This design comes from an exercise in tuning for small area, a short achievable clock period and few clock cycles on the open sky130 flow, not from production work.
The RTL was checked by simulation tests, not by an equivalence proof against the original design.
The flow treats the clock pin as an ideal source, which a real chip does not have.
Power figures rest on the tool's default switching activity, not on a simulated workload.

==> flow/design.v <==
`timescale 100ps / 100ps
`default_nettype none
module BESDPB #(
    parameter DATA_FILE = "",
    parameter ADDRESS_BITWIDTH = 16,
    parameter DATA_BITWIDTH = 32,
    parameter COLUMN_BITWIDTH = 8,
    parameter COLUMN_COUNT = DATA_BITWIDTH / COLUMN_BITWIDTH
) (
    input wire clk,
    input wire [COLUMN_COUNT-1:0] write_enable,
    input wire [ADDRESS_BITWIDTH-1:0] address,
    output wire [DATA_BITWIDTH-1:0] data_out,
    input wire [DATA_BITWIDTH-1:0] data_in
);
  reg [DATA_BITWIDTH-1:0] data[2**ADDRESS_BITWIDTH-1:0];
  assign data_out = data[address];
  always @(posedge clk) begin
    for (int i = 0; i < COLUMN_COUNT; i++) begin
      if (write_enable[i]) begin
        data[address][(i+1)*COLUMN_BITWIDTH-1-:COLUMN_BITWIDTH] <= data_in[(i+1)*COLUMN_BITWIDTH-1-:COLUMN_BITWIDTH];
      end
    end
  end
endmodule
`default_nettype wire
`timescale 100ps / 100ps
`default_nettype none
module Cache #(
    parameter LINE_IX_BITWIDTH = 4,
    parameter BURST_RAM_DEPTH_BITWIDTH = 21,
    parameter COMMAND_DELAY_INTERVAL = 14,
    parameter RAM_ADDRESSING = 3
) (
    input wire clk,
    input wire rst,
    input wire [31:0] address,
    output reg [31:0] data_out,
    output reg data_out_ready,
    input wire [31:0] data_in,
    input wire [3:0] write_enable,
    output reg busy,
    output reg br_cmd,   
    output reg br_cmd_en,
    output reg [BURST_RAM_DEPTH_BITWIDTH-1:0] br_addr,
    output reg [63:0] br_wr_data,
    output wire [7:0] br_data_mask,
    input wire [63:0] br_rd_data,
    input wire br_rd_data_valid
);
  localparam LINE_COUNT = 2 ** LINE_IX_BITWIDTH;
  localparam TAG_BITWIDTH = 32 - LINE_IX_BITWIDTH - 3 - 2 - 8;   
  assign br_data_mask = 8'h0F;
  reg [31:0] data[LINE_COUNT][8];
  reg [TAG_BITWIDTH-1:0] tags[LINE_COUNT];
  reg [LINE_COUNT-1:0] lines_valid;
  reg [LINE_COUNT-1:0] lines_dirty;
  wire [TAG_BITWIDTH-1:0] in_tag = address[23:9];
  wire [LINE_IX_BITWIDTH-1:0] in_idx = address[8:5];
  wire [2:0] in_col = address[4:2];
  wire in_write = write_enable != 0;
  wire [LINE_COUNT-1:0] match;
  for (genvar l = 0; l < LINE_COUNT; l++) begin : cmp
    assign match[l] = lines_valid[l] && tags[l] == in_tag;
  end
  wire in_hit = match[in_idx];
  wire in_dirty = lines_valid[in_idx] && lines_dirty[in_idx];
  reg st_req;   
  reg st_hit;   
  reg st_miss;   
  reg st_wb;   
  reg st_fill;   
  reg st_done;   
  reg wb_pending;   
  reg [3:0] cnt;   
  reg [1:0] beat;   
  reg [LINE_COUNT-1:0] lsel;   
  reg [3:0] psel;   
  reg [4*LINE_COUNT-1:0] rsel;   
  reg [3:0] fill_pair;   
  reg cpu_go;   
  reg [3:0] cpu_ce[8];   
  reg [3:0] from_ram[8];   
  reg fill_word;   
  reg word_hi;   
  wire take_ram = fill_word && br_rd_data_valid;
  wire take_hi = !take_ram && word_hi;
  wire take_lo = !take_ram && !word_hi;
  reg [TAG_BITWIDTH-1:0] old_tag;
  always_comb begin
    old_tag = 0;
    for (int l = 0; l < LINE_COUNT; l++) old_tag = old_tag | {TAG_BITWIDTH{lsel[l]}} & tags[l];
  end
  reg [63:0] pair;
  always_comb begin
    pair = 0;
    for (int k = 0; k < 4 * LINE_COUNT; k++) begin
      pair = pair | ({64{rsel[k]}} & {data[k/4][2*(k%4)+1], data[k/4][2*(k%4)]});
    end
  end
  always_ff @(posedge clk) begin
    for (int l = 0; l < LINE_COUNT; l++) begin
      for (int c = 0; c < 8; c++) begin
        for (int b = 0; b < 4; b++) begin
          if (lsel[l] && (fill_pair[c/2] || cpu_go && cpu_ce[c][b])) begin
            data[l][c][8*b+:8] <= from_ram[c][b] ? br_rd_data[32*(c%2)+8*b+:8] : data_in[8*b+:8];
          end
        end
      end
    end
  end
  wire cnt_zero = cnt == 0;
  wire beat_in = st_fill && br_rd_data_valid;
  wire last_beat = beat_in && beat == 3;
  wire req_fill = st_req && !in_hit && cnt_zero && !in_dirty;   
  wire miss_cmd = st_miss && cnt_zero && (!wb_pending || psel[0]);
  wire st_req_n = st_done || last_beat && !busy;
  wire st_hit_n = st_req && in_hit && !in_write;
  wire st_miss_n = st_req && !in_hit && !req_fill || st_miss && !miss_cmd || st_wb && psel[3];
  wire st_wb_n = miss_cmd && wb_pending || st_wb && !psel[3];
  wire st_fill_n = req_fill || miss_cmd && !wb_pending || st_fill && !last_beat;
  wire st_done_n = st_req && in_hit && in_write || st_hit || last_beat && busy;
  wire cmd_n = req_fill || miss_cmd;   
  reg busy_n;
  always_comb begin
    busy_n = busy;
    if (st_req) busy_n = !(in_hit && in_write);
    if (st_hit) busy_n = 0;
    if (st_done) busy_n = 1;
    if (beat_in && beat == 2 && (in_write || in_col[2:1] != 3)) busy_n = 0;
    if (last_beat) busy_n = !busy;
  end
  wire [1:0] beat_n = st_req ? 2'd0 : beat_in ? beat + 2'd1 : beat;
  reg [3:0] psel_n;
  always_comb begin
    psel_n = 4'b0001 << in_col[2:1];
    if (st_miss) psel_n = wb_pending && miss_cmd ? 4'b0010 : 4'b0001;
    if (st_wb) psel_n = {psel[2:0], psel[3]};
  end
  wire filling_n = st_fill && !last_beat;
  always_ff @(posedge clk) begin
    lsel <= 0;
    lsel[in_idx] <= 1;
    psel <= psel_n;
    for (int k = 0; k < 4 * LINE_COUNT; k++) rsel[k] <= in_idx == k / 4 && psel_n[k%4];
    for (int p = 0; p < 4; p++) fill_pair[p] <= !rst && filling_n && beat_n == p;
    cpu_go <= !rst && !busy_n && in_write;
    for (int c = 0; c < 8; c++) begin
      for (int b = 0; b < 4; b++) begin
        cpu_ce[c][b] <= in_col == c && write_enable[b];
        from_ram[c][b] <= !(in_col == c && write_enable[b]);
      end
    end
    fill_word <= filling_n && beat_n == in_col[2:1];
    word_hi <= in_col[0];
  end
  always_ff @(posedge clk) begin
    for (int l = 0; l < LINE_COUNT; l++) begin
      if (lsel[l] && last_beat) tags[l] <= in_tag;
    end
  end
  always_ff @(posedge clk) begin
    if (rst) begin
      lines_valid <= 0;
      lines_dirty <= 0;
    end else begin
      for (int l = 0; l < LINE_COUNT; l++) begin
        if (lsel[l]) begin
          if (last_beat) begin
            lines_valid[l] <= 1;
            lines_dirty[l] <= cpu_go;
          end else if (cpu_go) begin
            lines_dirty[l] <= 1;
          end
        end
      end
    end
  end
  always_ff @(posedge clk) begin
    if (rst) begin
      st_req <= 1;
      st_hit <= 0;
      st_miss <= 0;
      st_wb <= 0;
      st_fill <= 0;
      st_done <= 0;
      busy <= 1;
      data_out_ready <= 0;
      br_cmd_en <= 0;
      cnt <= 0;
    end else begin
      st_req <= st_req_n;
      st_hit <= st_hit_n;
      st_miss <= st_miss_n;
      st_wb <= st_wb_n;
      st_fill <= st_fill_n;
      st_done <= st_done_n;
      busy <= busy_n;
      data_out_ready <= !busy_n && !in_write;
      br_cmd_en <= cmd_n;
      if (cmd_n) cnt <= 4'(COMMAND_DELAY_INTERVAL - 1);
      else if (cnt != 0) cnt <= cnt - 1;
    end
  end
  always_ff @(posedge clk) begin
    beat <= beat_n;
    if (st_req) wb_pending <= in_dirty;
    else if (cmd_n) wb_pending <= 0;
    br_cmd <= st_miss && wb_pending;
    br_addr <= {st_miss && wb_pending ? old_tag : in_tag, in_idx, 2'b00};
    br_wr_data <= pair;
    data_out <= {32{take_hi}} & pair[63:32] | {32{take_lo}} & pair[31:0] |
                {32{take_ram}} & (word_hi ? br_rd_data[63:32] : br_rd_data[31:0]);
  end
endmodule
`default_nettype wire
==> flow/config.mk <==
export PLATFORM = sky130hd
export DESIGN_NAME = Cache
export DESIGN_NICKNAME = Cache
export VERILOG_FILES = /design/flow/design.v
export SDC_FILE = /design/flow/constraint.sdc
export NUM_CORES = 4
export LEC_CHECK = 0
export CAP_MARGIN = 30
export CORE_MARGIN = 2
export CORE_UTILIZATION = 45
export CTS_CLUSTER_DIAMETER = 60
export CTS_CLUSTER_SIZE = 30
export PLACE_DENSITY = 0.6
export SETUP_SLACK_MARGIN = 5
export SLEW_MARGIN = 45
==> flow/constraint.sdc <==
create_clock -name core_clock -period 9.0 [get_ports {clk}]
set_input_delay 1.8000 -clock core_clock [delete_from_list [all_inputs] [get_ports {clk}]]
set_output_delay 1.8000 -clock core_clock [all_outputs]
set_load 0.01 [all_outputs]
standard.sh (not shown) runs the stock make flow with config.mk's settings and CLKGATE_MAP_FILE= SYNTH_SCRIPT=/design/flow/synth_recipe.tcl, a recipe that flattens the netlist after the stock synthesis.
==> flow/flow/run.sh <==
#!/bin/bash
set -euo pipefail
bash standard.sh SETUP_SLACK_MARGIN=5.8 PRE_CTS_TCL="$PWD/flow/near_pins.tcl" finish > standard.log 2>&1
==> flow/flow/near_pins.tcl <==
# Before CTS: move each flip-flop that drives an output port's buffer next to
# that buffer, then legalize the placement again.
set block [ord::get_db_block]
set moved 0
foreach bterm [$block getBTerms] {
  if {[$bterm getIoType] != "OUTPUT"} { continue }
  set net [$bterm getNet]
  if {$net == "NULL"} { continue }
  set buf ""
  foreach it [$net getITerms] {
    if {[$it isOutputSignal]} { set buf [$it getInst] }
  }
  if {$buf == ""} { continue }
  set ff ""
  foreach bit [$buf getITerms] {
    if {![$bit isInputSignal]} { continue }
    set in_net [$bit getNet]
    if {$in_net == "NULL"} { continue }
    foreach it [$in_net getITerms] {
      if {[$it isOutputSignal]} { set ff [$it getInst] }
    }
  }
  if {$ff == ""} { continue }
  if {![string match "*df*" [[$ff getMaster] getName]]} { continue }
  set loc [$buf getLocation]
  $ff setLocation [lindex $loc 0] [lindex $loc 1]
  $ff setPlacementStatus PLACED
  incr moved
}
puts "near_pins: moved $moved flip-flops next to their output buffers"
detailed_placement
check_placement
Testbench counts at the start, summed over its fixed seeds: cycles 391,830.
Then changed:
--- a/flow/design.v
+++ b/flow/design.v
@@ -80,14 +80,10 @@
   reg [3:0] fill_pair;   
   reg cpu_go;   
   reg [3:0] cpu_ce[8];   
   reg [3:0] from_ram[8];   
   reg fill_word;   
-  reg word_hi;   
-  wire take_ram = fill_word && br_rd_data_valid;
-  wire take_hi = !take_ram && word_hi;
-  wire take_lo = !take_ram && !word_hi;
   reg [TAG_BITWIDTH-1:0] old_tag;
   always_comb begin
     old_tag = 0;
     for (int l = 0; l < LINE_COUNT; l++) old_tag = old_tag | {TAG_BITWIDTH{lsel[l]}} & tags[l];
   end
@@ -150,11 +146,10 @@
         cpu_ce[c][b] <= in_col == c && write_enable[b];
         from_ram[c][b] <= !(in_col == c && write_enable[b]);
       end
     end
     fill_word <= filling_n && beat_n == in_col[2:1];
-    word_hi <= in_col[0];
   end
   always_ff @(posedge clk) begin
     for (int l = 0; l < LINE_COUNT; l++) begin
       if (lsel[l] && last_beat) tags[l] <= in_tag;
     end
@@ -207,10 +202,10 @@
     if (st_req) wb_pending <= in_dirty;
     else if (cmd_n) wb_pending <= 0;
     br_cmd <= st_miss && wb_pending;
     br_addr <= {st_miss && wb_pending ? old_tag : in_tag, in_idx, 2'b00};
     br_wr_data <= pair;
-    data_out <= {32{take_hi}} & pair[63:32] | {32{take_lo}} & pair[31:0] |
-                {32{take_ram}} & (word_hi ? br_rd_data[63:32] : br_rd_data[31:0]);
+    if (fill_word && br_rd_data_valid) data_out <= in_col[0] ? br_rd_data[63:32] : br_rd_data[31:0];
+    else data_out <= in_col[0] ? pair[63:32] : pair[31:0];
   end
 endmodule
 `default_nettype wire
What happened: The changed run passed the timing, design-rule and antenna checks; routed wire length goes up by 2.5%; setup slack gets worse by 0.037 ns; clock skew decreases by 0.017 ns; cell area grows by 0.41%; combinational power increases by about 3%; clock-buffer cell count came out lower by 15.
Testbench counts after the change, summed over its fixed seeds: cycles 391,830.

==> re-timing with driven ports <==
How much do the figures lean on ideal ports? The routed layouts below were timed once more, with nothing changed but the port constraints. Step 1, drivers: a clkbuf_16 drives clk and a buf_2 each remaining input, both assumed. Step 2 also shifts input and output timing later by t, the mid clock arrival at the registers, as if the neighbouring blocks saw the same clock. Three values: ideal ports, drivers, drivers and shift; two values: the first two.
run	shift t [ns]	setup WS [ns]	hold WS [ns]	clock arrival spread, ns
the first run	1.123	5.656 / 5.575 / 4.653	0.503 / 0.503 / 0.503	0.106 / 0.105
the second run	1.169	5.619 / 5.568 / 4.648	0.507 / 0.507 / 0.507	0.101 / 0.101
After both steps setup and hold are still met in every run listed. For the first run, which loses most, drivers alone change the setup slack by -0.081 ns; drivers and shift together by -1.003 ns.
